What follows belongs to an exercise in optimizing a design on an open flow for small area and a short achievable clock period; a production flow would make more cautious choices.
In this exercise RTL edits were held to simulation tests only and were not proved equivalent to the original.

==> run a <==
==> flow/design.v (excerpt) <==
module cal_abs_angle(
    input           clk     ,
    input [7:0]     real_i  ,
    input [7:0]     imag_i  ,
    input           val_i   ,
    output [7:0]    abs_o   ,
    output [15:0]   angle_o ,
    output          val_o
    );
    reg [7:0] val_r;
    always @(posedge clk) val_r <= {val_r[6:0], val_i};
    assign val_o = val_r[7];
    reg [7:0] re1, im1, re2, im2;
    always @(posedge clk) begin
        re1 <= real_i; im1 <= imag_i;
        re2 <= re1;    im2 <= im1;
    end
    wire       rs = re2[7];
    wire       is = im2[7];
    wire [7:0] a  = rs ? -re2 : re2;
    wire [7:0] b  = is ? -im2 : im2;
    wire       rz = (re2 == 8'd0);
    wire       iz = (im2 == 8'd0);
    wire       ge = (a >= b);
    wire       eq = (re2 == im2) | (re2 == -im2);
    wire       ds = (rs ^ is) & ~iz & ~rz;
    reg  [2:0] cs_a;
    always @(*) begin
        if (rz & iz)       cs_a = 3'd0;
        else if (ge)       cs_a = ds ? (rs ? 3'd2 : 3'd3) : (rs ? 3'd0 : 3'd1);
        else               cs_a = (~ds & ~(rz & is)) ? (rs ? 3'd4 : 3'd5) : (rs ? 3'd6 : 3'd7);
    end
    wire [7:0] mn = ge ? b : a;
    wire [7:0] mx = ge ? a : b;
    wire       q7_a = eq & ~rz;
    wire [7:0] r0   = eq ? 8'd0 : mn;
    wire [7:0] d_a  = {mx[7:1], mx[0] | (rz & iz)};
    reg [7:0]  rem3, d3;
    reg        q3;
    reg [2:0]  cs3;
    always @(posedge clk) begin
        rem3 <= r0;
        d3   <= d_a;
        q3   <= q7_a;
        cs3  <= cs_a;
    end
    wire [7:0] mn_b = q3 ? d3 : rem3;
    wire [7:0] sqa  = d3;
    wire [7:0] sqb  = mn_b;
    wire sq_0 = sqb[3] ^ (sqb[2] & sqb[3]) ^ (sqb[1] & sqb[4]);
    wire sq_1 = (sqb[3] & (sqb[2] & sqb[3])) | (sqb[3] & (sqb[1] & sqb[4])) | ((sqb[2] & sqb[3]) & (sqb[1] & sqb[4]));
    wire sq_2 = (sqb[2] & sqb[4]) ^ (sqb[1] & sqb[5]);
    wire sq_3 = (sqb[2] & sqb[4]) & (sqb[1] & sqb[5]);
    wire sq_4 = sqb[4] ^ (sqb[3] & sqb[4]) ^ (sqb[2] & sqb[5]);
    wire sq_5 = (sqb[4] & (sqb[3] & sqb[4])) | (sqb[4] & (sqb[2] & sqb[5])) | ((sqb[3] & sqb[4]) & (sqb[2] & sqb[5]));
    wire sq_6 = (sqb[1] & sqb[6]) ^ sqa[4];
  ...
Settings: LEC_CHECK=0, CAP_MARGIN=20, CORE_MARGIN=2, CORE_UTILIZATION=40, SLEW_MARGIN=20, SYNTH_MEMORY_MAX_BITS=262144; clock period 28.0 ns.
standard.sh (not shown) runs the stock make flow with config.mk's settings and CLKGATE_MAP_FILE= SYNTH_SCRIPT=/design/flow/synth_recipe.tcl, a recipe that flattens the netlist after the stock synthesis.
==> flow/flow/run.sh <==
#!/bin/bash
# Own layout flow: the standard flow (standard.sh) with two changes:
#  - synthesis is synth_recipe.tcl's, but ABC maps the logic with the
#    area-oriented flow/abc_area.script instead of ORFS's speed script
#    (same registers: ABC only maps the combinational logic), and with full
#    adder cells extracted only in the sum-of-squares tree (flow/synth.tcl);
#  - the port buffers that buffer_ports inserts are sky130_fd_sc_hd__buf_2.
# Each step's output goes to a log file of its own in the work folder.
set -euo pipefail
W=$PWD
export OWN_ABC_SCRIPT=$W/flow/abc_area.script
sed "s#SYNTH_SCRIPT=[^ ]*#SYNTH_SCRIPT=$W/flow/synth.tcl#" standard.sh > "$W/own_synth.sh"
bash "$W/own_synth.sh" synth > "$W/flow_synth.log" 2>&1
export BUFFER_PORTS_ARGS="-buffer_cell sky130_fd_sc_hd__buf_2"
bash standard.sh > "$W/flow_layout.log" 2>&1
==> flow/flow/abc_area.script <==
strash
&get -n
&dch -f
&nf -R 1000
&put
topo
stime -c
==> flow/flow/synth.tcl <==
# synth_recipe.tcl (the standard synthesis), except that ABC maps the logic with
# flow/abc_area.script instead of ORFS's speed script, and that half/full-adder
# cells are extracted only as full adders and only in the logic that feeds the
# sum-of-squares registers s4 (the carry-save tree); ABC maps the rest.
# Neither touches the registers, which come from the same passes as in the
# standard synthesis.
proc synth {args} { yosys synth -nofsm -noshare {*}$args }
proc abc {args} {
  set i [lsearch -exact $args -script]
  if {$i >= 0} { lset args [expr {$i + 1}] $::env(OWN_ABC_SCRIPT) }
  yosys abc {*}$args
}
proc extract_fa {args} { yosys extract_fa -fa {*}$args c:s4* %ci* }
source $::env(SCRIPTS_DIR)/synth.tcl
# left out here: clear keep_hierarchy, flatten, clean up, hide names made inside functions, write 1_2_yosys.v
==> inputs of run b, as changes to run a <==
--- a/flow/config.mk
+++ b/flow/config.mk
@@ -9,3 +9,4 @@
 export CORE_MARGIN = 2
-export CORE_UTILIZATION = 40
+export CORE_UTILIZATION = 50
+export CTS_BUF_LIST = sky130_fd_sc_hd__clkbuf_8
 export SLEW_MARGIN = 20
==> inputs of run c, as changes to run a <==
--- a/flow/config.mk
+++ b/flow/config.mk
@@ -10,2 +10,3 @@
 export CORE_UTILIZATION = 40
+export CTS_BUF_LIST = sky130_fd_sc_hd__clkbuf_8
 export SLEW_MARGIN = 20
==> Flow_metrics.wiki <==
{| class="wikitable"
! Metric !! Value
|-
| # rows || 56
|-
| Outcome || no timing/DRC/antenna violations
|-
| Global routing met1 resource utilization || 39.4%
|-
| Routability cong. || 1.06
|-
| Multi-input logic area || 8100 um2
|-
| Minimum clock period after layout || 6.51 ns
|-
| Detailed-route wire length || 37.7 mm
|-
| GRT Util Overall || 30.7%
|}
(the above is from run b)
==> Flow_metrics.wiki <==
{| class="wikitable"
! Metric !! Value
|-
| Outcome || no timing/DRC/antenna violations
|-
| Detailed-route wire length || 40.1 mm
|-
| GRT Util Overall || 25.7%
|-
| # rows || 62
|-
| Data arrival time of the worst path || 0.91 ns
|-
| Global routing met1 resource utilization || 34.6%
|-
| Minimum clock period after layout || 6.51 ns
|-
| Routability cong. || 1.00
|-
| Yosys reg bits || 172
|}
(the above is from run c)
==> Flow_metrics.wiki <==
{| class="wikitable"
! Metric !! Value
|-
| Detailed-route wire length || 40.2 mm
|-
| Met3 Use GR || 6.00%
|-
| Number of instances in the placed design || 2036
|-
| Routability cong. || 1.00
|-
| Global routing met1 resource utilization || 34.8%
|-
| Outcome || no timing/DRC/antenna violations
|-
| Area fraction in and, or, nand and nor cells after synthesis || 25.7%
|-
| Drt drc || 0
|-
| Minimum clock period after layout || 6.47 ns
|-
| Multi-input logic area || 8110 um2
|-
| Tapcells inserted || 384
|}
(the above is from run a)

==> separate check: timing with driven ports <==
In the flow no input, the clock included, has a driving cell. The finished layouts below were timed again as built, in two steps. Step 1 (the two cells are an assumption about what drives the block):
set clk [get_ports {clk}]
set_driving_cell -lib_cell sky130_fd_sc_hd__clkbuf_16 $clk
set_driving_cell -lib_cell sky130_fd_sc_hd__buf_2 [delete_from_list [all_inputs] $clk]
Step 2 times the ports against the registers' clock, not the clock port: input delays grow and output delays shrink by t, the midpoint of the rising clock arrivals with the driver on. Three values: no drivers, after step 1, after step 2; two values: the first two.
| run | shift t [ns] | setup WS [ns] | latest minus earliest clock arrival (ns) | slew at the worst register clock pin (ns) | worst data-port slew with drivers (ns) |
|---|---|---|---|---|---|
| run a | 0.485 | 21.532 / 21.480 / 21.965 | 0.021 / 0.021 | 0.08 / 0.08 | 0.03 |
| run b | 0.508 | 21.486 / 21.437 / 21.757 | 0.030 / 0.029 | 0.13 / 0.13 | 0.03 |
| run c | 0.510 | 21.486 / 21.438 / 21.948 | 0.026 / 0.027 | 0.12 / 0.12 | 0.03 |
After both steps setup and hold are still met in every run listed.
